Context: an optimization exercise on an open-source flow, tuned for small area and a short achievable clock period. The choices shown serve that exercise and are no tape-out recipe.
No run shown here included a check of the RTL's function; only the layout flow was run.

## flow/design.v (module list and top-level ports; edited modules follow where they fit)
// module full_adder: 10 lines
// module final_adder: 244 lines
// module fp32_unpacker: 20 lines
// module fp32_aligner: 18 lines
// module wallace_tree_8_inputs: 507 lines
// module fp32_normalizer_rounder: 471 lines
// module fp32_packer: 14 lines
// module fp32_adder_tree_8_inputs: 841 lines
module fp32_adder_tree_8_inputs (
    input wire clk,
    input wire rst_n,
    input wire [127:0] dvr_fp32addtree8to1_s0,
    input wire [127:0] dvr_fp32addtree8to1_s1,
    input wire [2:0] cru_fp32addtree8to1,
    output wire [127:0] dr_fp32addtree8to1_d
);
  // ...
==> flow/flow/run.sh <==
#!/bin/bash
# Layout flow: ORFS, with two changes to its synthesis script and a setup
# margin for timing repair.
#  - synthesis: Yosys's generic synth step runs without its quick ABC pass, so
#    the full adders written in the RTL reach extract_fa as written (no
#    inverters around them); the final ABC mapping uses flow/abc.script.
#  - layout: standard steps; repair_timing aims at SETUP_SLACK_MARGIN; the
#    port buffers are the platform's smallest buffer.
# Each tool's output goes to ORFS's own logs (orfs/logs/...); make's output to flow.log.
set -euo pipefail
HERE=$(pwd)
FL=$HERE/flow
source $FL/params.sh
sed -e 's#^source \$::env(SCRIPTS_DIR)/synth_preamble.tcl#&\nset abc_args [lreplace $abc_args 1 1 '"$FL"'/abc.script]#' \
    -e 's#synth -top \$::env(DESIGN_NAME) -run fine: {\*}\$synth_full_args#& -noabc#' \
    $FLOW_HOME/scripts/synth.tcl > $HERE/my_synth.tcl
grep -q -- '-noabc' $HERE/my_synth.tcl
grep -q 'abc.script\]' $HERE/my_synth.tcl
sed -e "s#source \$::env(SCRIPTS_DIR)/synth.tcl#source $HERE/my_synth.tcl#" synth_recipe.tcl > my_synth_recipe.tcl
grep -q my_synth.tcl my_synth_recipe.tcl
sed -e "s#SYNTH_SCRIPT=[^ ]*#SYNTH_SCRIPT=$HERE/my_synth_recipe.tcl#" standard.sh > my_standard.sh
grep -q my_synth_recipe.tcl my_standard.sh
export SETUP_SLACK_MARGIN=$MARGIN
# every port still gets a buffer, the smallest one
export BUFFER_PORTS_ARGS="${PORTBUF:--buffer_cell sky130_fd_sc_hd__buf_1}"
bash my_standard.sh finish > flow.log 2>&1
==> flow/flow/abc.script <==
strash
dch
map -B 0.9
strash
dch
map -B 0.9
strash
dch
map -B 0.9
topo
stime -c
buffer -c
upsize -c
dnsize -c
==> flow/flow/params.sh <==
MARGIN=35
==> flow/standard.sh <==
#!/bin/bash
# synth_recipe.tcl (not shown) runs the flow's synth.tcl, then flattens the netlist and writes it again
# the make line also repeats each setting of config.mk as NAME=value (left out here)
make -C /OpenROAD-flow-scripts/flow DESIGN_CONFIG=/design/flow/config.mk WORK_HOME=/design/flow/orfs CLKGATE_MAP_FILE= SYNTH_SCRIPT=/design/flow/synth_recipe.tcl "${@:-finish}"
==> flow/config.mk <==
export PLATFORM = sky130hd
export DESIGN_NAME = fp32_adder_tree_8_inputs
export DESIGN_NICKNAME = fp32_adder_tree_8_inputs
export VERILOG_FILES = /design/flow/design.v
export SDC_FILE = /design/flow/constraint.sdc
export NUM_CORES = 8
export LEC_CHECK = 0
export ABC_AREA = 1
export CAP_MARGIN = 20
export CORE_MARGIN = 2
export CORE_UTILIZATION = 40
export SLEW_MARGIN = 20
==> flow/constraint.sdc <==
create_clock -name core_clock -period 64.0 [get_ports {clk}]
set_input_delay 12.8000 -clock core_clock [delete_from_list [all_inputs] [get_ports {clk}]]
set_output_delay 12.8000 -clock core_clock [all_outputs]
set_load 0.01 [all_outputs]
==> run_summary.xml, run 1 <==
<?xml version="1.0" encoding="UTF-8"?>
<metrics>
  <group name="run_status">
    <metric name="run_status" unit="">timing/DRC/antenna clean</metric>
  </group>
  <group name="clocking">
    <metric name="ctsRootBufferMaster" unit="">clkbuf_16</metric>
    <metric name="post_cts_resized" unit="">65</metric>
    <metric name="ctsHtreeMaxLevel" unit="">2</metric>
  </group>
  <group name="timing">
    <metric name="crit_path_setup_slack_layout" unit="ns">35.83</metric>
    <metric name="setup-tns-final" unit="ns">0</metric>
    <metric name="setup_viol" unit="">0</metric>
  </group>
  <group name="layout">
    <metric name="layout_top_registers" unit="">sum_q x32, seg_q x2, valid_q x1</metric>
    <metric name="layout.core_utilization" unit="%">44.8</metric>
    <metric name="clockNetworkAreaShare" unit="%">0.499</metric>
    <metric name="layout.cells.non_filler" unit="">6644</metric>
    <metric name="final-seq-area" unit="µm²">876</metric>
    <metric name="seq_share" unit="%">2.52</metric>
  </group>
  <group name="critical_path">
    <metric name="critical_path_buf_inv_count" unit="">7</metric>
    <metric name="worstPathArrival" unit="ns">28.32</metric>
    <metric name="critical-path-max-stage-delay" unit="ns">0.77</metric>
    <metric name="crit_required" unit="ns">64.14</metric>
  </group>
  <group name="floorplan">
    <metric name="width_of_the_die" unit="µm">285</metric>
    <metric name="chipHeight" unit="µm">285</metric>
  </group>
  <group name="logic_synthesis">
    <metric name="yosysSeqAreaShare" unit="%">2.78</metric>
    <metric name="synthesis.instances" unit="">5366</metric>
    <metric name="synthArstFlopShare" unit="%">100</metric>
    <metric name="synth.largest_area_cell" unit="">nand2_1</metric>
    <metric name="synth_enable_flop_cells" unit="">0</metric>
  </group>
  <group name="global_routing">
    <metric name="grt_use_met3" unit="%">5.78</metric>
    <metric name="grt_pass1_wl" unit="mm">202</metric>
    <metric name="grt_antenna_before_repair" unit="">4</metric>
  </group>
  <group name="place">
    <metric name="globalplace.congestion" unit="">1.07</metric>
    <metric name="place_ws" unit="ns">33.00</metric>
  </group>
  <group name="drt">
    <metric name="num_vias" unit="">36600</metric>
    <metric name="route.final.wire_length" unit="mm">136</metric>
    <metric name="drt_pass1_iterations" unit="">6</metric>
    <metric name="detailed_routed_wire_length_on_met3" unit="mm">10.6</metric>
  </group>
  <group name="hold_path">
    <metric name="hold_class" unit="">in -&gt; async</metric>
  </group>
</metrics>
==> run 2: changes to the inputs <==
==> flow/flow/abc.script (replaced) <==
strash
dch
map -B 0.9
topo
stime -c
buffer -c
upsize -c
dnsize -c
==> flow/flow/params.sh (replaced) <==
MARGIN=34
==> run_summary.xml, run 2 <==
<?xml version="1.0" encoding="UTF-8"?>
<metrics>
  <group name="global_routing">
    <metric name="all_layer_gr_usage" unit="%">31.3</metric>
    <metric name="grt_start_max_net_pins" unit="">49</metric>
    <metric name="grt_pass1_wl" unit="mm">202</metric>
    <metric name="first_global_vias" unit="">34400</metric>
    <metric name="globalRouteOverflowTotal" unit="">0</metric>
    <metric name="grt_antenna_before_repair" unit="">15</metric>
  </group>
  <group name="critical_path">
    <metric name="setup.worst_path.class" unit="">in -&gt; reg</metric>
    <metric name="critPathSlowestCell" unit="">fa_1</metric>
    <metric name="cp_endpoint_kind" unit="">flop</metric>
    <metric name="cp-start-kind" unit="">primary input</metric>
    <metric name="worstPathArrival" unit="ns">28.97</metric>
    <metric name="crit_required" unit="ns">64.16</metric>
    <metric name="critical_path_buf_inv_count" unit="">10</metric>
    <metric name="worst-path-max-fanout" unit="">30</metric>
    <metric name="critical-path-max-stage-delay" unit="ns">0.55</metric>
    <metric name="crit_family" unit="">simple AND/OR/NAND/NOR gates</metric>
    <metric name="cpMostUsedCell" unit="">nand2_1</metric>
  </group>
  <group name="logic_synthesis">
    <metric name="yosys-top-cells-area" unit="">nand2_1, fa_1, xor2_1</metric>
    <metric name="synth_nets" unit="">5994</metric>
    <metric name="dominantRegCellSynth" unit="">dfrtp_1</metric>
    <metric name="combined_area_of_all_synthesized_cells" unit="µm²">32000</metric>
    <metric name="synth-adder-area-share" unit="%">19.7</metric>
    <metric name="post-synth-top-count-cell" unit="">nand2_1</metric>
    <metric name="muxShareOfSynthArea" unit="%">5.06</metric>
    <metric name="synth_simple_gate_area_share" unit="%">36.6</metric>
    <metric name="post-synth-top-area-fraction" unit="%">17.9</metric>
    <metric name="synth_enable_flop_cells" unit="">0</metric>
    <metric name="yosysSeqAreaShare" unit="%">2.74</metric>
    <metric name="synth_warnings" unit="">1</metric>
    <metric name="synthArstFlopShare" unit="%">100</metric>
    <metric name="synth.ff_latch_count" unit="">35</metric>
    <metric name="post_synth_xor_xnor_area" unit="%">9.97</metric>
    <metric name="synthesis.instances" unit="">5368</metric>
    <metric name="synthesis.area_per_instance" unit="µm²">5.97</metric>
    <metric name="synth.largest_area_cell" unit="">nand2_1</metric>
    <metric name="synth.cells.most_frequent" unit="">nand2_1, o21ai_0, nor2_1, inv_1, nand3_1</metric>
    <metric name="synth_top_family_by_area" unit="">simple AND/OR/NAND/NOR gates</metric>
    <metric name="synth_compound_gate_area_share" unit="%">16.3</metric>
    <metric name="synth_cell_types" unit="">62</metric>
  </group>
  <group name="floorplan">
    <metric name="floorplan.initialDensity" unit="%">40.5</metric>
    <metric name="std_cell_rows" unit="">103</metric>
    <metric name="fp.dieArea" unit="µm²">82300</metric>
    <metric name="top_level_ports" unit="">389</metric>
    <metric name="core_area" unit="µm²">79100</metric>
    <metric name="chipHeight" unit="µm">287</metric>
    <metric name="width_of_the_die" unit="µm">287</metric>
  </group>
  <group name="layout">
    <metric name="area.growth.synth_to_final" unit="%">8.70</metric>
    <metric name="most-common-layout-cells" unit="">nand2_1, o21ai_0, nor2_1, inv_1, buf_1</metric>
    <metric name="layout.cells.most_common" unit="">nand2_1</metric>
    <metric name="layout_top_registers" unit="">sum_q x32, seg_q x2, valid_q x1</metric>
    <metric name="finalNetCount" unit="">6199</metric>
    <metric name="largest_register_ffs" unit="">32</metric>
    <metric name="registers.top_by_ff_count" unit="">sum_q</metric>
    <metric name="post_route_cells_drive_above_1_share" unit="%">5.33</metric>
  </group>
  <group name="timing">
    <metric name="timing.hold.ws" unit="ns">12.62</metric>
    <metric name="tightestPinTransition" unit="ns">1.04</metric>
    <metric name="drv_slew" unit="">0</metric>
    <metric name="setup_viol" unit="">0</metric>
    <metric name="setup-tns-final" unit="ns">0</metric>
    <metric name="grt_setup_unrepaired" unit="">no</metric>
    <metric name="timing_hold_violations_final" unit="">0</metric>
    <metric name="max_clock_freq" unit="GHz">0.0347</metric>
    <metric name="slew_headroom" unit="%">30.7</metric>
    <metric name="post-route-period-util" unit="%">45.0</metric>
    <metric name="final.min_clock_period" unit="ns">28.81</metric>
  </group>
  <group name="drt">
    <metric name="drc_errors" unit="">0</metric>
    <metric name="route.final.wire_length" unit="mm">134</metric>
    <metric name="route.detailed.wl_per_inst" unit="µm">20.2</metric>
    <metric name="drt_pass1_iterations" unit="">8</metric>
    <metric name="drt_iter0_drc" unit="">3226</metric>
    <metric name="via_per_inst" unit="">5.50</metric>
    <metric name="postRouteAntennaNets" unit="">0</metric>
    <metric name="num_vias" unit="">36400</metric>
  </group>
  <group name="run_status">
    <metric name="run_status" unit="">timing/DRC/antenna clean</metric>
  </group>
  <group name="clocking">
    <metric name="postCtsHoldBufs" unit="">0</metric>
    <metric name="cts-buffers-inserted" unit="">5</metric>
    <metric name="ctsHtreeMaxLevel" unit="">2</metric>
    <metric name="clkTransAtPathRegs" unit="ns">0.05</metric>
    <metric name="tritoncts" unit="">yes</metric>
    <metric name="clock_path_buffers" unit="">2</metric>
    <metric name="numClockSinks" unit="">35</metric>
    <metric name="ctsRootBufferMaster" unit="">clkbuf_16</metric>
  </group>
  <group name="place">
    <metric name="buffer_ports.inserted" unit="">388</metric>
    <metric name="dp_hpwl" unit="mm">114</metric>
    <metric name="globalplace.congestion" unit="">1.04</metric>
  </group>
  <group name="hold_path">
    <metric name="hold_class" unit="">in -&gt; async</metric>
  </group>
  <group name="flow_run">
    <metric name="cap_violations" unit="">0</metric>
  </group>
</metrics>
## run 2: path summary, 6_finish.rpt
kind,end,from,depth (start not counted)
setup / recovery,sum_q[26],dvr_fp32addtree8to1_s1[45],85
min in group core_clock,seg_q[0],cru_fp32addtree8to1[0],1
hold / removal,sum_q[26],rst_n,1
max in group asynchronous,seg_q[1],rst_n,1
## run 2: cell families after synthesis
group | count (synthesis)
AOI/OAI and AO/OA | 923
xor gates and xnor gates | 363
adders and majority gates | 365
buffers and inverters | 783
DFF | 35
muxes | 162
and+or+nand+nor | 2737
## run 2: routing by layer
metal  global-route usage (%)  wire [µm]
met1                     40.1      57000
met2                     53.0      62000
met3                     5.32       8900
met4                     10.5       5850
met5                        0        136
## run 2: per-stage QoR
step	instance area [µm²]	worst slack [ns]	std cells	util [%]
floorplan	32000	37.07	5368	-
global placement	34000	32.49	6567	42.9
detailed placement	34000	32.31	6567	42.9
CTS	34200	34.06	6575	43.2
global route	34800	33.98	6626	44.0
finish	34800	35.19	6627	44.0
## run 2: timing repair
item / CTS / global route
gates resized for setup: 11 / 69
gates cloned: 1 / 12
buffers inserted: 0 / 36
setup endpoints to repair: 31 / 31
pin swaps: 0 / 7
## run 2: final cells by class
class | count | area, µm²
Fill cell | 8895 | 44300
Multi-Input combinational cell | 4553 | 28400
Timing Repair Buffer | 467 | 2060
Inverter | 501 | 1940
Tap cell | 1050 | 1310
Sequential cell | 35 | 876
Clock buffer | 6 | 129
Timing Repair inverter | 10 | 55.1
Clock inverter | 1 | 30.0
Antenna cell | 4 | 10.0
==> run 3: changes to the inputs <==
==> flow/flow/params.sh (replaced) <==
MARGIN=36.5
==> run_summary.xml, run 3 <==
<?xml version="1.0" encoding="UTF-8"?>
<metrics>
  <group name="run_status">
    <metric name="run_status" unit="">timing/DRC/antenna clean</metric>
  </group>
  <group name="global_routing">
    <metric name="grt_start_max_net_pins" unit="">49</metric>
    <metric name="first_global_vias" unit="">35100</metric>
    <metric name="grt_antenna_before_repair" unit="">15</metric>
    <metric name="global_route.peak_usage_layer" unit="">met2</metric>
    <metric name="grt_pass1_wl" unit="mm">205</metric>
    <metric name="groute.layer.met2.usage" unit="%">54.0</metric>
    <metric name="use_met1" unit="%">40.5</metric>
    <metric name="grt_use_met3" unit="%">5.40</metric>
    <metric name="globalRouteOverflowTotal" unit="">0</metric>
    <metric name="all_layer_gr_usage" unit="%">31.8</metric>
  </group>
  <group name="logic_synthesis">
    <metric name="yosys-top-cells-area" unit="">nand2_1, fa_1, xor2_1</metric>
    <metric name="dominantRegCellSynth" unit="">dfrtp_1</metric>
    <metric name="synth_nets" unit="">5994</metric>
    <metric name="synth_warnings" unit="">1</metric>
    <metric name="synthesis.instances" unit="">5368</metric>
    <metric name="post-synth-top-area-fraction" unit="%">17.9</metric>
    <metric name="synth.cells.most_frequent" unit="">nand2_1, o21ai_0, nor2_1, inv_1, nand3_1</metric>
    <metric name="yosysSeqAreaShare" unit="%">2.74</metric>
    <metric name="synth.ff_latch_count" unit="">35</metric>
    <metric name="synth_cell_types" unit="">62</metric>
    <metric name="synth_enable_flop_cells" unit="">0</metric>
    <metric name="post-synth-top-count-cell" unit="">nand2_1</metric>
    <metric name="combined_area_of_all_synthesized_cells" unit="µm²">32000</metric>
    <metric name="synthArstFlopShare" unit="%">100</metric>
    <metric name="synthesis.area_per_instance" unit="µm²">5.97</metric>
    <metric name="synth.largest_area_cell" unit="">nand2_1</metric>
  </group>
  <group name="timing">
    <metric name="max_clock_freq" unit="GHz">0.0372</metric>
    <metric name="setup_viol" unit="">0</metric>
    <metric name="drv_slew" unit="">0</metric>
    <metric name="slew_headroom" unit="%">29.9</metric>
    <metric name="grt_setup_unrepaired" unit="">no</metric>
    <metric name="timing_hold_violations_final" unit="">0</metric>
    <metric name="post-route-period-util" unit="%">42.0</metric>
    <metric name="timing.hold.ws" unit="ns">12.62</metric>
    <metric name="final.min_clock_period" unit="ns">26.90</metric>
    <metric name="tightestPinTransition" unit="ns">1.05</metric>
    <metric name="setup-tns-final" unit="ns">0</metric>
  </group>
  <group name="layout">
    <metric name="most-common-layout-cells" unit="">nand2_1, o21ai_0, nor2_1, inv_1, nand3_1</metric>
    <metric name="area.growth.synth_to_final" unit="%">19.3</metric>
    <metric name="post_route_cells_drive_above_1_share" unit="%">13.0</metric>
    <metric name="layout.cells.most_common" unit="">nand2_1</metric>
    <metric name="largest_register_ffs" unit="">32</metric>
    <metric name="finalNetCount" unit="">6393</metric>
    <metric name="finish.instance_area" unit="µm²">38200</metric>
    <metric name="layout_top_registers" unit="">sum_q x32, seg_q x2, valid_q x1</metric>
    <metric name="filler_cell_count" unit="">8590</metric>
    <metric name="layout.cells.non_filler" unit="">6822</metric>
    <metric name="registers.top_by_ff_count" unit="">sum_q</metric>
  </group>
  <group name="drt">
    <metric name="via_per_inst" unit="">5.59</metric>
    <metric name="postRouteAntennaNets" unit="">0</metric>
    <metric name="route.detailed.wl_per_inst" unit="µm">20.6</metric>
    <metric name="drt_iter0_drc" unit="">3699</metric>
    <metric name="num_vias" unit="">38100</metric>
    <metric name="drc_errors" unit="">0</metric>
    <metric name="route.final.wire_length" unit="mm">140</metric>
    <metric name="drt_pass1_iterations" unit="">6</metric>
  </group>
  <group name="hold_path">
    <metric name="hold_class" unit="">in -&gt; async</metric>
  </group>
  <group name="clocking">
    <metric name="cts-buffers-inserted" unit="">5</metric>
    <metric name="clock_path_buffers" unit="">2</metric>
    <metric name="postCtsHoldBufs" unit="">0</metric>
    <metric name="ctsRootBufferMaster" unit="">clkbuf_16</metric>
    <metric name="ctsHtreeMaxLevel" unit="">2</metric>
    <metric name="numClockSinks" unit="">35</metric>
    <metric name="clkTransAtPathRegs" unit="ns">0.05</metric>
    <metric name="tritoncts" unit="">yes</metric>
  </group>
  <group name="floorplan">
    <metric name="top_level_ports" unit="">389</metric>
    <metric name="floorplan.initialDensity" unit="%">40.5</metric>
    <metric name="fp.dieArea" unit="µm²">82300</metric>
    <metric name="width_of_the_die" unit="µm">287</metric>
    <metric name="std_cell_rows" unit="">103</metric>
    <metric name="core_area" unit="µm²">79100</metric>
    <metric name="chipHeight" unit="µm">287</metric>
  </group>
  <group name="critical_path">
    <metric name="cp_endpoint_kind" unit="">flop</metric>
    <metric name="worst-path-max-fanout" unit="">16</metric>
    <metric name="crit_required" unit="ns">64.17</metric>
    <metric name="critical-path-max-stage-delay" unit="ns">0.61</metric>
    <metric name="crit_family" unit="">simple AND/OR/NAND/NOR gates</metric>
    <metric name="setup.worst_path.class" unit="">in -&gt; reg</metric>
    <metric name="cp-start-kind" unit="">primary input</metric>
    <metric name="cpMostUsedCell" unit="">nand2_1</metric>
    <metric name="worstPathArrival" unit="ns">27.07</metric>
    <metric name="critPathSlowestCell" unit="">fa_2</metric>
    <metric name="critical_path_buf_inv_count" unit="">10</metric>
  </group>
  <group name="flow_run">
    <metric name="cap_violations" unit="">0</metric>
  </group>
  <group name="place">
    <metric name="dpl_cell_area" unit="µm²">34000</metric>
    <metric name="buffer_ports.inserted" unit="">388</metric>
    <metric name="dp_hpwl" unit="mm">114</metric>
    <metric name="post-place-cells" unit="">6567</metric>
    <metric name="globalplace.congestion" unit="">1.04</metric>
  </group>
</metrics>
## run 3: cell families after synthesis
family,count (synthesis),synth area share (%)
AND/OR/NAND/NOR,2737,36.6
flip-flops,35,2.74
multiplexers,162,5.06
buffers and inverters,783,9.65
adder cells (fa/ha/maj),365,19.7
AO/OA/AOI/OAI,923,16.3
XOR/XNOR,363,9.97
## run 3: stage by stage
stage / util (%) / worst slack [ns]
after CTS: 44.5 / 36.50
after global routing: 48.3 / 36.28
after detailed placement: 42.9 / 32.31
final: 48.3 / 37.10
after floorplan: - / 37.07
after global placement: 42.9 / 32.49
## run 3: worst max-delay path by stage
stage | startpoint | to | slack, ns | cells past startpoint
floorplan | dvr_fp32addtree8to1_s1[90] | sum_q[3] | 37.07 | 83
global placement | dvr_fp32addtree8to1_s1[45] | sum_q[26] | 32.49 | 79
detailed placement | dvr_fp32addtree8to1_s1[45] | sum_q[26] | 32.31 | 78
CTS | dvr_fp32addtree8to1_s1[25] | sum_q[26] | 36.50 | 87
global route | dvr_fp32addtree8to1_s1[8] | sum_q[20] | 36.28 | 92
finish | dvr_fp32addtree8to1_s1[59] | sum_q[20] | 37.10 | 85
## run 3: layer usage
layer | wire, µm | vias to the layer above
met5 | 134 | -
met4 | 7170 | 22
met3 | 10200 | 295
met2 | 65100 | 1491
met1 | 57900 | 17900
li1 | - | 18400
## run 3: cell type report
cell class / count / area [µm²] / share of cell area, %
clock inverter: 1 / 30.0 / 0.0786
clock buffer: 6 / 129 / 0.337
inverter: 501 / 2070 / 5.41
sequential: 35 / 876 / 2.29
timing repair buffer: 628 / 3640 / 9.54
multi-input combinational: 4565 / 29900 / 78.3
antenna: 5 / 12.5 / 0.0328
tap: 1050 / 1310 / 3.44
timing repair inverter: 31 / 215 / 0.563
## run 3: repair_timing
item                                   in CTS  in global routing
endpoints found under the hold margin       0                  0
buffers inserted                           43                148
setup endpoints to repair                  32                 31
cloned                                     15                 37
pin swaps                                  23                128
resized for setup                         165                387
==> run 4: changes to the inputs <==
==> flow/flow/abc.script (replaced) <==
strash
dch
map -B 0.9
topo
stime -c
==> flow/flow/params.sh (replaced) <==
MARGIN=35
==> run_summary.xml, run 4 <==
<?xml version="1.0" encoding="UTF-8"?>
<metrics>
  <group name="timing">
    <metric name="post-route-period-util" unit="%">43.9</metric>
    <metric name="grt_setup_unrepaired" unit="">no</metric>
    <metric name="tightestPinTransition" unit="ns">0.990</metric>
    <metric name="timing_hold_violations_final" unit="">0</metric>
    <metric name="final.min_clock_period" unit="ns">28.08</metric>
    <metric name="timing.hold.ws" unit="ns">12.62</metric>
    <metric name="setup-tns-final" unit="ns">0</metric>
    <metric name="slew_headroom" unit="%">33.4</metric>
    <metric name="setup_viol" unit="">0</metric>
    <metric name="drv_slew" unit="">0</metric>
    <metric name="max_clock_freq" unit="GHz">0.0356</metric>
  </group>
  <group name="layout">
    <metric name="post_route_cells_drive_above_1_share" unit="%">6.88</metric>
    <metric name="finish.instance_area" unit="µm²">35400</metric>
    <metric name="layout_top_registers" unit="">sum_q x32, seg_q x2, valid_q x1</metric>
    <metric name="finalNetCount" unit="">6239</metric>
    <metric name="multi_input_comb_area" unit="µm²">28500</metric>
    <metric name="largest_register_ffs" unit="">32</metric>
    <metric name="filler_cell_count" unit="">8171</metric>
    <metric name="layout.core_utilization" unit="%">47.2</metric>
    <metric name="final-seq-area" unit="µm²">876</metric>
    <metric name="area.growth.synth_to_final" unit="%">16.5</metric>
    <metric name="layout.cells.most_common" unit="">nand2_1</metric>
    <metric name="most-common-layout-cells" unit="">nand2_1, o21ai_0, nor2_1, clkinv_1, nand3_1</metric>
    <metric name="registers.top_by_ff_count" unit="">sum_q</metric>
    <metric name="layout.cells.non_filler" unit="">6586</metric>
  </group>
  <group name="critical_path">
    <metric name="cp-endpoint" unit="">sum_q[29]</metric>
    <metric name="crit_required" unit="ns">64.21</metric>
    <metric name="critical-path-max-stage-delay" unit="ns">0.58</metric>
    <metric name="setup.worst_path.class" unit="">in -&gt; reg</metric>
    <metric name="critPathSlowestCell" unit="">nand2_1</metric>
    <metric name="timing.critical_path.from" unit="">dvr_fp32addtree8to1_s1[46]</metric>
    <metric name="critical_path_buf_inv_count" unit="">9</metric>
    <metric name="worstPathArrival" unit="ns">28.29</metric>
    <metric name="worst-path-max-fanout" unit="">24</metric>
    <metric name="crit_family" unit="">simple AND/OR/NAND/NOR gates</metric>
    <metric name="crit_cells" unit="">79</metric>
    <metric name="cpMostUsedCell" unit="">nand2_1</metric>
    <metric name="cp_endpoint_kind" unit="">flop</metric>
    <metric name="cp-start-kind" unit="">primary input</metric>
  </group>
  <group name="clocking">
    <metric name="cts-buffers-inserted" unit="">5</metric>
    <metric name="clock_path_buffers" unit="">2</metric>
    <metric name="clkTransAtPathRegs" unit="ns">0.05</metric>
    <metric name="ctsRootBufferMaster" unit="">clkbuf_16</metric>
    <metric name="ctsHtreeMaxLevel" unit="">2</metric>
    <metric name="postCtsHoldBufs" unit="">0</metric>
    <metric name="tritoncts" unit="">yes</metric>
    <metric name="numClockSinks" unit="">35</metric>
  </group>
  <group name="hold_path">
    <metric name="hold_class" unit="">in -&gt; async</metric>
  </group>
  <group name="floorplan">
    <metric name="fp.dieArea" unit="µm²">78100</metric>
    <metric name="floorplan.initialDensity" unit="%">40.6</metric>
    <metric name="width_of_the_die" unit="µm">279</metric>
    <metric name="core_area" unit="µm²">74800</metric>
    <metric name="chipHeight" unit="µm">279</metric>
    <metric name="std_cell_rows" unit="">100</metric>
    <metric name="top_level_ports" unit="">389</metric>
  </group>
  <group name="drt">
    <metric name="drt_iter0_drc" unit="">3323</metric>
    <metric name="route.final.wire_length" unit="mm">138</metric>
    <metric name="route.detailed.wl_per_inst" unit="µm">20.9</metric>
    <metric name="drt_pass1_iterations" unit="">6</metric>
    <metric name="num_vias" unit="">37400</metric>
    <metric name="via_per_inst" unit="">5.68</metric>
    <metric name="postRouteAntennaNets" unit="">0</metric>
    <metric name="drc_errors" unit="">0</metric>
  </group>
  <group name="logic_synthesis">
    <metric name="synthArstFlopShare" unit="%">100</metric>
    <metric name="synth_warnings" unit="">1</metric>
    <metric name="synthesis.instances" unit="">5086</metric>
    <metric name="synth.cells.most_frequent" unit="">nand2_1, o21ai_0, nor2_1, clkinv_1, nand3_1</metric>
    <metric name="synth_nets" unit="">5712</metric>
    <metric name="post-synth-top-area-fraction" unit="%">19.4</metric>
    <metric name="combined_area_of_all_synthesized_cells" unit="µm²">30300</metric>
    <metric name="synth.ff_latch_count" unit="">35</metric>
    <metric name="yosysSeqAreaShare" unit="%">2.89</metric>
    <metric name="synth_enable_flop_cells" unit="">0</metric>
    <metric name="synthesis.area_per_instance" unit="µm²">5.97</metric>
    <metric name="post-synth-top-count-cell" unit="">nand2_1</metric>
    <metric name="yosys-top-cells-area" unit="">nand2_1, fa_1, o21ai_0</metric>
    <metric name="dominantRegCellSynth" unit="">dfrtp_1</metric>
    <metric name="synth.largest_area_cell" unit="">nand2_1</metric>
    <metric name="synth_cell_types" unit="">38</metric>
  </group>
  <group name="place">
    <metric name="dpl_cell_area" unit="µm²">33500</metric>
    <metric name="post-place-cells" unit="">6483</metric>
    <metric name="buffer_ports.inserted" unit="">388</metric>
    <metric name="globalplace.congestion" unit="">1.01</metric>
    <metric name="dp_hpwl" unit="mm">115</metric>
  </group>
  <group name="run_status">
    <metric name="run_status" unit="">timing/DRC/antenna clean</metric>
  </group>
  <group name="global_routing">
    <metric name="all_layer_gr_usage" unit="%">33.2</metric>
    <metric name="grt_start_max_net_pins" unit="">49</metric>
    <metric name="grt_pass1_wl" unit="mm">200</metric>
    <metric name="first_global_vias" unit="">33900</metric>
    <metric name="globalRouteOverflowTotal" unit="">0</metric>
    <metric name="grt_antenna_before_repair" unit="">3</metric>
  </group>
  <group name="flow_run">
    <metric name="cap_violations" unit="">0</metric>
  </group>
</metrics>
## run 4: cells by family (layout without fill, tap and decap cells)
kind of cell | after synthesis | count (layout) | synth area share (%)
AOI/OAI and AO/OA | 923 | 923 | 17.0
xor gates and xnor gates | 363 | 366 | 10.5
adders and majority gates | 365 | 365 | 20.8
buffers and inverters | 501 | 1022 | 6.20
DFF | 35 | 35 | 2.89
muxes | 162 | 162 | 5.34
other | 0 | 3 | 0
and+or+nand+nor | 2737 | 2741 | 37.2
## run 4: stage by stage
stage | worst slack [ns]
6_report | 35.92
5_1_grt | 34.87
4_1_cts | 35.00
3_5_place_dp | 30.34
3_3_place_gp | 30.62
2_1_floorplan | 35.06
## run 4: timing repair
item / CTS / global route
pin swaps: 19 / 32
resized for setup: 135 / 168
endpoints found under the hold margin: 0 / 0
gates cloned: 2 / 8
setup buffers: 28 / 54
endpoints found under the setup margin: 31 / 31
## run 4: worst min path at each step
stage / from / endpoint / cells after the start
after CTS: cru_fp32addtree8to1[2] / valid_q / 1
after global routing: cru_fp32addtree8to1[2] / valid_q / 1
after detailed placement: cru_fp32addtree8to1[2] / valid_q / 1
after global placement: cru_fp32addtree8to1[2] / valid_q / 1
final: rst_n / seg_q[0] / 1
after floorplan: rst_n / seg_q[0] / 0
## run 4: layout make-up
class                           instances  area share (%)
Sequential cell                        35            2.48
Clock inverter                          1          0.0142
Antenna cell                            3          0.0212
Clock buffer                            7           0.375
Timing Repair inverter                  3          0.0425
Inverter                              501            5.77
Timing Repair Buffer                  510            7.12
Tap cell                              969            3.43
Multi-Input combinational cell       4557            80.8
## run 4: per-layer routing
| layer | GRT usage, % | vias to the layer above | share of wire, % |
|---|---|---|---|
| met3 | 3.43 | 288 | 6.6 |
| li1 | - | 18200 | - |
| met4 | 16.5 | 2 | 6.1 |
| met2 | 56.8 | 1554 | 47 |
| met5 | 0 | - | 0.0080 |
| met1 | 41.7 | 17400 | 40 |
==> run 5: changes to the inputs <==
==> flow/flow/abc.script (replaced) <==
strash
dch
map -B 0.9
topo
stime -c
buffer -c
upsize -c
dnsize -c
--- a/flow/config.mk
+++ b/flow/config.mk
@@ -9,4 +9,5 @@
 export CAP_MARGIN = 20
 export CORE_MARGIN = 2
 export CORE_UTILIZATION = 40
+export PLACE_DENSITY_LB_ADDON = 0.2
 export SLEW_MARGIN = 20
==> run_summary.xml, run 5 <==
<?xml version="1.0" encoding="UTF-8"?>
<metrics>
  <group name="drt">
    <metric name="via_per_inst" unit="">5.55</metric>
    <metric name="num_vias" unit="">37100</metric>
    <metric name="route.detailed.wl_per_inst" unit="µm">20.2</metric>
    <metric name="postRouteAntennaNets" unit="">0</metric>
    <metric name="drt_iter0_drc" unit="">3132</metric>
    <metric name="drc_errors" unit="">0</metric>
    <metric name="drt_pass1_iterations" unit="">9</metric>
    <metric name="route.final.wire_length" unit="mm">135</metric>
  </group>
  <group name="floorplan">
    <metric name="fp.dieArea" unit="µm²">82300</metric>
    <metric name="chipHeight" unit="µm">287</metric>
    <metric name="std_cell_rows" unit="">103</metric>
    <metric name="core_area" unit="µm²">79100</metric>
    <metric name="floorplan.initialDensity" unit="%">40.5</metric>
    <metric name="top_level_ports" unit="">389</metric>
    <metric name="width_of_the_die" unit="µm">287</metric>
  </group>
  <group name="logic_synthesis">
    <metric name="synthesis.instances" unit="">5368</metric>
    <metric name="synth_enable_flop_cells" unit="">0</metric>
    <metric name="post_synth_xor_xnor_area" unit="%">9.97</metric>
    <metric name="synth_compound_gate_area_share" unit="%">16.3</metric>
    <metric name="combined_area_of_all_synthesized_cells" unit="µm²">32000</metric>
    <metric name="synth.largest_area_cell" unit="">nand2_1</metric>
    <metric name="synth_cell_types" unit="">62</metric>
    <metric name="synthArstFlopShare" unit="%">100</metric>
    <metric name="synth_top_family_by_area" unit="">simple AND/OR/NAND/NOR gates</metric>
    <metric name="synth_simple_gate_area_share" unit="%">36.6</metric>
    <metric name="yosys-top-cells-area" unit="">nand2_1, fa_1, xor2_1</metric>
    <metric name="synth-adder-area-share" unit="%">19.7</metric>
    <metric name="post-synth-top-area-fraction" unit="%">17.9</metric>
    <metric name="synth_nets" unit="">5994</metric>
    <metric name="post-synth-top-count-cell" unit="">nand2_1</metric>
    <metric name="yosysSeqAreaShare" unit="%">2.74</metric>
    <metric name="synth.cells.most_frequent" unit="">nand2_1, o21ai_0, nor2_1, inv_1, nand3_1</metric>
    <metric name="dominantRegCellSynth" unit="">dfrtp_1</metric>
    <metric name="synthesis.area_per_instance" unit="µm²">5.97</metric>
    <metric name="synth_warnings" unit="">1</metric>
    <metric name="synth.ff_latch_count" unit="">35</metric>
    <metric name="muxShareOfSynthArea" unit="%">5.06</metric>
  </group>
  <group name="global_routing">
    <metric name="grt_pass1_wl" unit="mm">202</metric>
    <metric name="first_global_vias" unit="">34400</metric>
    <metric name="grt_antenna_before_repair" unit="">20</metric>
    <metric name="grt_start_max_net_pins" unit="">49</metric>
    <metric name="all_layer_gr_usage" unit="%">31.3</metric>
    <metric name="globalRouteOverflowTotal" unit="">0</metric>
  </group>
  <group name="critical_path">
    <metric name="setup.worst_path.class" unit="">in -&gt; reg</metric>
    <metric name="cpMostUsedCell" unit="">nand2_1</metric>
    <metric name="worst-path-max-fanout" unit="">48</metric>
    <metric name="worstPathArrival" unit="ns">28.17</metric>
    <metric name="timing.critical_path.from" unit="">dvr_fp32addtree8to1_s1[46]</metric>
    <metric name="cp-endpoint" unit="">sum_q[30]</metric>
    <metric name="critical-path-max-stage-delay" unit="ns">0.57</metric>
    <metric name="cp-start-kind" unit="">primary input</metric>
    <metric name="crit_required" unit="ns">64.22</metric>
    <metric name="cp_endpoint_kind" unit="">flop</metric>
    <metric name="critPathSlowestCell" unit="">fa_1</metric>
  </group>
  <group name="timing">
    <metric name="final.min_clock_period" unit="ns">27.96</metric>
    <metric name="grt_setup_unrepaired" unit="">no</metric>
    <metric name="setup_viol" unit="">0</metric>
    <metric name="max_clock_freq" unit="GHz">0.0358</metric>
    <metric name="drv_slew" unit="">0</metric>
    <metric name="timing_hold_violations_final" unit="">0</metric>
    <metric name="slew_headroom" unit="%">12.8</metric>
    <metric name="tightestPinTransition" unit="ns">1.30</metric>
    <metric name="setup-tns-final" unit="ns">0</metric>
    <metric name="post-route-period-util" unit="%">43.7</metric>
  </group>
  <group name="place">
    <metric name="globalplace.congestion" unit="">1.04</metric>
    <metric name="dp_hpwl" unit="mm">114</metric>
    <metric name="buffer_ports.inserted" unit="">388</metric>
    <metric name="dpl_cell_area" unit="µm²">34000</metric>
  </group>
  <group name="layout">
    <metric name="finalNetCount" unit="">6248</metric>
    <metric name="largest_register_ffs" unit="">32</metric>
    <metric name="most-common-layout-cells" unit="">nand2_1, o21ai_0, nor2_1, inv_1, nand3_1</metric>
    <metric name="layout_top_registers" unit="">sum_q x32, seg_q x2, valid_q x1</metric>
    <metric name="registers.top_by_ff_count" unit="">sum_q</metric>
    <metric name="layout.cells.most_common" unit="">nand2_1</metric>
    <metric name="post_route_cells_drive_above_1_share" unit="%">7.01</metric>
    <metric name="area.growth.synth_to_final" unit="%">11.0</metric>
    <metric name="finish.instance_area" unit="µm²">35500</metric>
  </group>
  <group name="clocking">
    <metric name="clkTransAtPathRegs" unit="ns">0.05</metric>
    <metric name="tritoncts" unit="">yes</metric>
    <metric name="clock_path_buffers" unit="">2</metric>
    <metric name="ctsRootBufferMaster" unit="">clkbuf_16</metric>
    <metric name="numClockSinks" unit="">35</metric>
    <metric name="ctsHtreeMaxLevel" unit="">2</metric>
    <metric name="cts-buffers-inserted" unit="">5</metric>
  </group>
  <group name="run_status">
    <metric name="run_status" unit="">timing/DRC/antenna clean</metric>
  </group>
  <group name="hold_path">
    <metric name="hold_class" unit="">in -&gt; async</metric>
  </group>
  <group name="flow_run">
    <metric name="cap_violations" unit="">0</metric>
  </group>
</metrics>
==> run 5: metrics by stage <==
stage | hold slack (ns) | utilization (%) | setup WS (ns) | instances
2_1_floorplan | 12.50 | - | 37.07 | 5368
3_3_place_gp | 12.90 | 42.9 | 32.44 | 6567
3_5_place_dp | 12.90 | 43.0 | 32.26 | 6569
4_1_cts | 12.63 | 43.6 | 35.06 | 6597
5_1_grt | 12.63 | 44.9 | 34.85 | 6676
6_report | 12.62 | 44.9 | 36.04 | 6676
==> run 5: how the worst min path moves through the flow <==
| stage | slack (ns) | startpoint | to |
|---|---|---|---|
| after floorplan | 12.50 | rst_n | seg_q[0] |
| after global placement | 12.90 | cru_fp32addtree8to1[2] | valid_q |
| after detailed placement | 12.90 | cru_fp32addtree8to1[0] | seg_q[0] |
| after CTS | 12.63 | cru_fp32addtree8to1[0] | seg_q[0] |
| after global routing | 12.63 | cru_fp32addtree8to1[1] | seg_q[1] |
| final | 12.62 | rst_n | sum_q[23] |
==> run 5: worst max-delay path, delay by kind of cell <==
kind | cells | cell delay [ns]
multiplexers | 2 | 0.40
AO/OA/AOI/OAI | 19 | 3.28
adder cells (fa/ha/maj) | 10 | 4.02
XOR/XNOR | 4 | 0.97
AND/OR/NAND/NOR | 35 | 4.66
buffers and inverters | 11 | 1.95
==> run 5: final cells by class <==
cell class / instances / area [µm²]
Clock buffer: 6 / 139
Clock inverter: 1 / 5.00
Antenna cell: 4 / 10.0
Multi-Input combinational cell: 4553 / 28600
Tap cell: 1050 / 1310
Sequential cell: 35 / 876
Inverter: 501 / 2000
Timing Repair inverter: 19 / 123
Timing Repair Buffer: 507 / 2460
Fill cell: 8712 / 43600
==> run 5: timing repair <==
action,4_1_cts,5_1_grt
pin swaps,3,22
setup endpoints to repair,31,31
cloned,7,16
gates resized for setup,46,140
buffers inserted,14,59
hold buffers,0,0
==> run 5: per-layer routing <==
metal / track usage [%] / wire (µm) / vias to the layer above
met5: 0 / 200 / -
met4: 10.5 / 6090 / 32
met3: 5.61 / 9570 / 273
met2: 52.6 / 62300 / 1337
met1: 40.4 / 56800 / 17300
li1: - / - / 18100
==> run 5: cell families (layout without fill, tap and decap cells) <==
| group | after synthesis | in the layout |
|---|---|---|
| other | 0 | 4 |
| and+or+nand+nor | 2737 | 2740 |
| AOI/OAI and AO/OA | 923 | 923 |
| xor gates and xnor gates | 363 | 363 |
| buffers and inverters | 783 | 1034 |
| DFF | 35 | 35 |
| muxes | 162 | 162 |
| adders and majority gates | 365 | 365 |
==> run 6: changes to the inputs <==
--- a/flow/config.mk
+++ b/flow/config.mk
@@ -8,6 +8,5 @@
 export ABC_AREA = 1
 export CAP_MARGIN = 20
 export CORE_MARGIN = 2
-export CORE_UTILIZATION = 40
-export PLACE_DENSITY_LB_ADDON = 0.2
+export CORE_UTILIZATION = 55
 export SLEW_MARGIN = 20
==> run_summary.xml, run 6 <==
<?xml version="1.0" encoding="UTF-8"?>
<metrics>
  <group name="place">
    <metric name="buffer_ports.inserted" unit="">388</metric>
    <metric name="dpl_cell_area" unit="µm²">33600</metric>
    <metric name="dp_hpwl" unit="mm">110</metric>
    <metric name="place_ws" unit="ns">32.32</metric>
    <metric name="globalplace.congestion" unit="">1.09</metric>
    <metric name="post-place-cells" unit="">6282</metric>
  </group>
  <group name="critical_path">
    <metric name="cpMostUsedCell" unit="">nand2_1</metric>
    <metric name="cp-start-kind" unit="">primary input</metric>
    <metric name="critical-path-max-stage-delay" unit="ns">0.60</metric>
    <metric name="cp_endpoint_kind" unit="">flop</metric>
    <metric name="critPathSlowestCell" unit="">xor2_1</metric>
    <metric name="worst-path-max-fanout" unit="">48</metric>
    <metric name="crit_required" unit="ns">64.21</metric>
    <metric name="setup.worst_path.class" unit="">in -&gt; reg</metric>
    <metric name="worstPathArrival" unit="ns">28.47</metric>
    <metric name="critical_path_buf_inv_count" unit="">7</metric>
    <metric name="crit_family" unit="">simple AND/OR/NAND/NOR gates</metric>
  </group>
  <group name="hold_path">
    <metric name="hold_class" unit="">in -&gt; async</metric>
  </group>
  <group name="logic_synthesis">
    <metric name="synth.ff_latch_count" unit="">35</metric>
    <metric name="synth_warnings" unit="">1</metric>
    <metric name="dominantRegCellSynth" unit="">dfrtp_1</metric>
    <metric name="synthesis.area_per_instance" unit="µm²">5.97</metric>
    <metric name="synth.cells.most_frequent" unit="">nand2_1, o21ai_0, nor2_1, inv_1, nand3_1</metric>
    <metric name="synth_nets" unit="">5994</metric>
    <metric name="synth_enable_flop_cells" unit="">0</metric>
    <metric name="post-synth-top-count-cell" unit="">nand2_1</metric>
    <metric name="synthArstFlopShare" unit="%">100</metric>
    <metric name="synth_cell_types" unit="">62</metric>
    <metric name="yosys-top-cells-area" unit="">nand2_1, fa_1, xor2_1</metric>
    <metric name="synth.largest_area_cell" unit="">nand2_1</metric>
    <metric name="yosysSeqAreaShare" unit="%">2.74</metric>
    <metric name="synthesis.instances" unit="">5368</metric>
    <metric name="post-synth-top-area-fraction" unit="%">17.9</metric>
    <metric name="combined_area_of_all_synthesized_cells" unit="µm²">32000</metric>
  </group>
  <group name="floorplan">
    <metric name="chipHeight" unit="µm">245</metric>
    <metric name="fp.dieArea" unit="µm²">60200</metric>
    <metric name="top_level_ports" unit="">389</metric>
    <metric name="core_area" unit="µm²">57600</metric>
    <metric name="width_of_the_die" unit="µm">245</metric>
    <metric name="std_cell_rows" unit="">88</metric>
    <metric name="floorplan.initialDensity" unit="%">55.6</metric>
  </group>
  <group name="global_routing">
    <metric name="grt_antenna_before_repair" unit="">3</metric>
    <metric name="first_global_vias" unit="">33800</metric>
    <metric name="globalRouteOverflowTotal" unit="">0</metric>
    <metric name="all_layer_gr_usage" unit="%">41.2</metric>
    <metric name="grt_start_max_net_pins" unit="">49</metric>
    <metric name="grt_pass1_wl" unit="mm">192</metric>
  </group>
  <group name="layout">
    <metric name="finish.instance_area" unit="µm²">35000</metric>
    <metric name="layout.cells.non_filler" unit="">6388</metric>
    <metric name="layout.core_utilization" unit="%">60.7</metric>
    <metric name="registers.top_by_ff_count" unit="">sum_q</metric>
    <metric name="largest_register_ffs" unit="">32</metric>
    <metric name="post_route_cells_drive_above_1_share" unit="%">6.81</metric>
    <metric name="finalNetCount" unit="">6247</metric>
    <metric name="area.growth.synth_to_final" unit="%">9.21</metric>
    <metric name="most-common-layout-cells" unit="">nand2_1, o21ai_0, nor2_1, inv_1, nand3_1</metric>
    <metric name="layout_top_registers" unit="">sum_q x32, seg_q x2, valid_q x1</metric>
    <metric name="layout.cells.most_common" unit="">nand2_1</metric>
  </group>
  <group name="timing">
    <metric name="timing_hold_violations_final" unit="">0</metric>
    <metric name="max_clock_freq" unit="GHz">0.0354</metric>
    <metric name="timing.hold.ws" unit="ns">12.62</metric>
    <metric name="tightestPinTransition" unit="ns">1.02</metric>
    <metric name="slew_headroom" unit="%">32.0</metric>
    <metric name="crit_path_setup_slack_layout" unit="ns">35.74</metric>
    <metric name="drv_slew" unit="">0</metric>
    <metric name="grt_setup_unrepaired" unit="">no</metric>
    <metric name="final.min_clock_period" unit="ns">28.26</metric>
    <metric name="setup-tns-final" unit="ns">0</metric>
    <metric name="setup_viol" unit="">0</metric>
    <metric name="post-route-period-util" unit="%">44.2</metric>
  </group>
  <group name="drt">
    <metric name="drt_pass1_iterations" unit="">8</metric>
    <metric name="postRouteAntennaNets" unit="">0</metric>
    <metric name="num_vias" unit="">38000</metric>
    <metric name="drt_iter0_drc" unit="">4270</metric>
    <metric name="via_per_inst" unit="">5.95</metric>
    <metric name="route.final.wire_length" unit="mm">132</metric>
    <metric name="drc_errors" unit="">0</metric>
    <metric name="route.detailed.wl_per_inst" unit="µm">20.7</metric>
  </group>
  <group name="clocking">
    <metric name="postCtsHoldBufs" unit="">0</metric>
    <metric name="clock_path_buffers" unit="">2</metric>
    <metric name="tritoncts" unit="">yes</metric>
    <metric name="ctsRootBufferMaster" unit="">clkbuf_16</metric>
    <metric name="numClockSinks" unit="">35</metric>
    <metric name="ctsHtreeMaxLevel" unit="">2</metric>
    <metric name="cts-buffers-inserted" unit="">5</metric>
    <metric name="clkTransAtPathRegs" unit="ns">0.05</metric>
  </group>
  <group name="flow_run">
    <metric name="cap_violations" unit="">0</metric>
  </group>
  <group name="run_status">
    <metric name="run_status" unit="">timing/DRC/antenna clean</metric>
  </group>
</metrics>
==> run 6: cells by family after synthesis <==
group / share of synthesized area (%)
buf+inv: 9.65
mux: 5.06
compound gates: 16.3
fa+ha+maj: 19.7
xor+xnor: 9.97
simple gates: 36.6
flops: 2.74
==> run 6: layout make-up <==
class	count	area, µm²
clock buffer	6	129
fill	5922	22600
sequential	35	876
antenna	3	7.51
timing repair buffer	501	2390
timing repair inverter	24	150
multi-input combinational	4553	28500
inverter	501	2000
tap	765	957
==> run 6: worst max-delay path by stage <==
stage,depth (start not counted),end,from
2_1_floorplan,83,sum_q[3],dvr_fp32addtree8to1_s1[90]
3_3_place_gp,82,sum_q[28],dvr_fp32addtree8to1_s1[45]
3_5_place_dp,81,sum_q[25],dvr_fp32addtree8to1_s1[45]
4_1_cts,88,sum_q[23],dvr_fp32addtree8to1_s1[11]
5_1_grt,90,sum_q[23],dvr_fp32addtree8to1_s1[8]
6_report,79,sum_q[23],dvr_fp32addtree8to1_s1[43]
==> run 6: what timing repair did <==
action / CTS / global route
cloned: 6 / 21
endpoints found under the setup margin: 31 / 31
resized for setup: 40 / 126
pin swaps: 4 / 16
setup buffers: 7 / 63
==> run 6: routing by layer <==
metal	track usage, %	part of all wire [%]	up-vias
li1	-	-	18100
met1	52.3	39	17300
met2	66.5	44	2077
met3	5.23	8.4	493
met4	25.2	8.0	6
met5	0	0.031	-
==> run 7: changes to the inputs <==
==> flow/flow/abc.script (replaced) <==
strash
&get -n
&fraig -x
&put
scorr
dc2
dretime
strash
&get -n
&dch -f
&nf
&put
topo
stime -c
buffer -c
upsize -c
dnsize -c
--- a/flow/config.mk
+++ b/flow/config.mk
@@ -8,5 +8,5 @@
 export ABC_AREA = 1
 export CAP_MARGIN = 20
 export CORE_MARGIN = 2
-export CORE_UTILIZATION = 55
+export CORE_UTILIZATION = 40
 export SLEW_MARGIN = 20
==> run_summary.xml, run 7 <==
<?xml version="1.0" encoding="UTF-8"?>
<metrics>
  <group name="timing">
    <metric name="setup-tns-final" unit="ns">0</metric>
    <metric name="slew_headroom" unit="%">19.7</metric>
    <metric name="max_clock_freq" unit="GHz">0.0330</metric>
    <metric name="tightestPinTransition" unit="ns">1.20</metric>
    <metric name="grt_setup_unrepaired" unit="">yes</metric>
    <metric name="drv_slew" unit="">0</metric>
    <metric name="timing_hold_violations_final" unit="">0</metric>
    <metric name="final.min_clock_period" unit="ns">30.32</metric>
    <metric name="setup_viol" unit="">0</metric>
    <metric name="crit_path_setup_slack_layout" unit="ns">33.68</metric>
    <metric name="post-route-period-util" unit="%">47.4</metric>
  </group>
  <group name="global_routing">
    <metric name="grt_antenna_before_repair" unit="">2</metric>
    <metric name="grt_start_max_net_pins" unit="">55</metric>
    <metric name="grt_pass1_wl" unit="mm">193</metric>
    <metric name="all_layer_gr_usage" unit="%">32.6</metric>
    <metric name="first_global_vias" unit="">31400</metric>
    <metric name="globalRouteOverflowTotal" unit="">0</metric>
  </group>
  <group name="critical_path">
    <metric name="critical_path_buf_inv_count" unit="">28</metric>
    <metric name="setup.worst_path.class" unit="">in -&gt; reg</metric>
    <metric name="cp-endpoint" unit="">sum_q[15]</metric>
    <metric name="crit_family" unit="">compound AO/OA/AOI/OAI gates</metric>
    <metric name="critPathSlowestCell" unit="">fa_2</metric>
    <metric name="worstPathArrival" unit="ns">30.52</metric>
    <metric name="worst-path-max-fanout" unit="">7</metric>
    <metric name="crit_required" unit="ns">64.20</metric>
    <metric name="critical-path-max-stage-delay" unit="ns">0.60</metric>
    <metric name="crit_cells" unit="">88</metric>
    <metric name="cpMostUsedCell" unit="">buf_4</metric>
    <metric name="cp_endpoint_kind" unit="">flop</metric>
    <metric name="timing.critical_path.from" unit="">dvr_fp32addtree8to1_s1[94]</metric>
    <metric name="cp-start-kind" unit="">primary input</metric>
  </group>
  <group name="layout">
    <metric name="finalNetCount" unit="">5274</metric>
    <metric name="final-seq-area" unit="µm²">876</metric>
    <metric name="post_route_cells_drive_above_1_share" unit="%">22.6</metric>
    <metric name="largest_register_ffs" unit="">32</metric>
    <metric name="filler_cell_count" unit="">7304</metric>
    <metric name="most-common-layout-cells" unit="">nand2_1, nor2_1, a21oi_1, buf_1, o21ai_0</metric>
    <metric name="layout.core_utilization" unit="%">51.4</metric>
    <metric name="multi_input_comb_area" unit="µm²">30900</metric>
    <metric name="area.growth.synth_to_final" unit="%">27.9</metric>
    <metric name="layout.cells.most_common" unit="">nand2_1</metric>
    <metric name="registers.top_by_ff_count" unit="">sum_q</metric>
    <metric name="finish.instance_area" unit="µm²">38100</metric>
    <metric name="layout_top_registers" unit="">sum_q x32, seg_q x2, valid_q x1</metric>
  </group>
  <group name="clocking">
    <metric name="clkTransAtPathRegs" unit="ns">0.05</metric>
    <metric name="clock_path_buffers" unit="">2</metric>
    <metric name="postCtsHoldBufs" unit="">0</metric>
    <metric name="ctsHtreeMaxLevel" unit="">2</metric>
    <metric name="tritoncts" unit="">yes</metric>
    <metric name="ctsRootBufferMaster" unit="">clkbuf_16</metric>
    <metric name="cts-buffers-inserted" unit="">5</metric>
    <metric name="numClockSinks" unit="">35</metric>
  </group>
  <group name="flow_run">
    <metric name="cap_violations" unit="">0</metric>
  </group>
  <group name="run_status">
    <metric name="run_status" unit="">timing/DRC/antenna clean</metric>
  </group>
  <group name="logic_synthesis">
    <metric name="post-synth-top-count-cell" unit="">a21oi_1</metric>
    <metric name="yosysSeqAreaShare" unit="%">2.94</metric>
    <metric name="synth_cell_types" unit="">109</metric>
    <metric name="synthesis.instances" unit="">4225</metric>
    <metric name="dominantRegCellSynth" unit="">dfrtp_1</metric>
    <metric name="yosys-top-cells-area" unit="">fa_1, xnor2_1, a21oi_1</metric>
    <metric name="synth_warnings" unit="">1</metric>
    <metric name="synthesis.area_per_instance" unit="µm²">7.05</metric>
    <metric name="combined_area_of_all_synthesized_cells" unit="µm²">29800</metric>
    <metric name="synth.cells.most_frequent" unit="">a21oi_1, nand2_1, nor2_1, o21ai_0, xnor2_1</metric>
    <metric name="post-synth-top-area-fraction" unit="%">15.6</metric>
    <metric name="synth.ff_latch_count" unit="">35</metric>
    <metric name="synth.largest_area_cell" unit="">fa_1</metric>
    <metric name="synthArstFlopShare" unit="%">100</metric>
    <metric name="synth_enable_flop_cells" unit="">0</metric>
    <metric name="synth_nets" unit="">4851</metric>
  </group>
  <group name="drt">
    <metric name="drt_pass1_iterations" unit="">6</metric>
    <metric name="route.detailed.wl_per_inst" unit="µm">23.2</metric>
    <metric name="drt_iter0_drc" unit="">3164</metric>
    <metric name="via_per_inst" unit="">5.89</metric>
    <metric name="postRouteAntennaNets" unit="">0</metric>
    <metric name="drc_errors" unit="">0</metric>
    <metric name="num_vias" unit="">33100</metric>
    <metric name="route.final.wire_length" unit="mm">130</metric>
  </group>
  <group name="place">
    <metric name="buffer_ports.inserted" unit="">388</metric>
    <metric name="place_ws" unit="ns">29.82</metric>
    <metric name="dp_hpwl" unit="mm">104</metric>
    <metric name="dpl_cell_area" unit="µm²">32500</metric>
    <metric name="globalplace.congestion" unit="">1.04</metric>
  </group>
  <group name="floorplan">
    <metric name="width_of_the_die" unit="µm">277</metric>
    <metric name="chipHeight" unit="µm">277</metric>
    <metric name="std_cell_rows" unit="">100</metric>
    <metric name="floorplan.initialDensity" unit="%">40.2</metric>
    <metric name="top_level_ports" unit="">389</metric>
    <metric name="core_area" unit="µm²">74100</metric>
    <metric name="fp.dieArea" unit="µm²">76600</metric>
  </group>
  <group name="hold_path">
    <metric name="hold_class" unit="">in -&gt; async</metric>
  </group>
</metrics>
-- run 7: per-layer routing --
layer	global-route usage, %	part of all wire (%)	vias to the layer above
met5	0	0.022	-
met1	41.4	41	15500
li1	-	-	15700
met4	17.9	6.5	4
met3	5.21	7.6	342
met2	53.0	45	1466
-- run 7: how the worst min path moves through the flow --
stage                                start  endpoint  slack [ns]  cells past startpoint
finish                               rst_n  sum_q[7]       12.61                      1
global route        cru_fp32addtree8to1[2]   valid_q       12.64                      1
CTS                 cru_fp32addtree8to1[2]   valid_q       12.63                      1
detailed placement  cru_fp32addtree8to1[2]   valid_q       12.90                      1
global placement    cru_fp32addtree8to1[2]   valid_q       12.90                      1
floorplan                            rst_n  seg_q[0]       12.50                      0
-- run 7: stage by stage --
| stage | cells | hold slack, ns |
|---|---|---|
| 6_report | 5619 | 12.61 |
| 3_3_place_gp | 5376 | 12.90 |
| 2_1_floorplan | 4225 | 12.50 |
| 5_1_grt | 5618 | 12.64 |
| 4_1_cts | 5575 | 12.63 |
| 3_5_place_dp | 5376 | 12.90 |
-- run 7: area by class of cell --
| cell class | instances | area share, % |
|---|---|---|
| timing repair inverter | 3 | 0.0526 |
| inverter | 131 | 1.37 |
| multi-input combinational | 3785 | 81.1 |
| timing repair buffer | 687 | 11.6 |
| sequential | 35 | 2.30 |
| antenna | 1 | 0.00657 |
| tap | 969 | 3.18 |
| clock buffer | 8 | 0.411 |
-- run 7: timing repair --
item,CTS,global route
setup buffers,167,38
gates resized for setup,536,139
setup endpoints to repair,32,31
pin swaps,193,93
cloned,24,3
-- run 7: cell families after synthesis --
family | synth area share, %
XOR/XNOR | 11.4
buffers and inverters | 5.31
multiplexers | 12.4
AND/OR/NAND/NOR | 24.6
adder cells (fa/ha/maj) | 21.2
flip-flops | 2.94
AO/OA/AOI/OAI | 22.2

==> static timing again, ports no longer ideal <==
The results above use ideal ports. As a check the final layouts listed here were re-extracted and re-timed, cells and wires unchanged. Step 1 sets driving cells, clkbuf_16 on the clock port and buf_2 on the other inputs (assumed; they add their load-dependent delay and slew). Step 2 moves the port delays by t, midway between the first and last clock arrival at a register: inputs arrive t later, outputs are due t later. That takes back most of the time a late clock gives input paths. a / b / c = ideal ports / drivers / drivers and shift; a / b = the first two.
run | t, ns | setup slack, ns | worst setup path after step 2 | worst register clock-pin slew, ns
run 1 | 0.314 | 35.827 / 35.830 / 35.516 | input to register | 0.06 / 0.06
run 2 | 0.316 | 35.188 / 35.183 / 34.868 | input to register | 0.05 / 0.05
run 3 | 0.317 | 37.100 / 37.065 / 36.748 | input to register | 0.05 / 0.05
run 4 | 0.309 | 35.916 / 35.927 / 35.618 | input to register | 0.05 / 0.05
run 5 | 0.314 | 36.042 / 36.055 / 35.741 | input to register | 0.05 / 0.05
run 6 | 0.306 | 35.742 / 35.747 / 35.441 | input to register | 0.05 / 0.05
run 7 | 0.315 | 33.680 / 33.693 / 33.378 | input to register | 0.05 / 0.05
After both steps setup and hold are still met in every run listed. The setup slack of run 3, which loses most, moves by -0.035 ns with the drivers and by -0.352 ns with both steps.
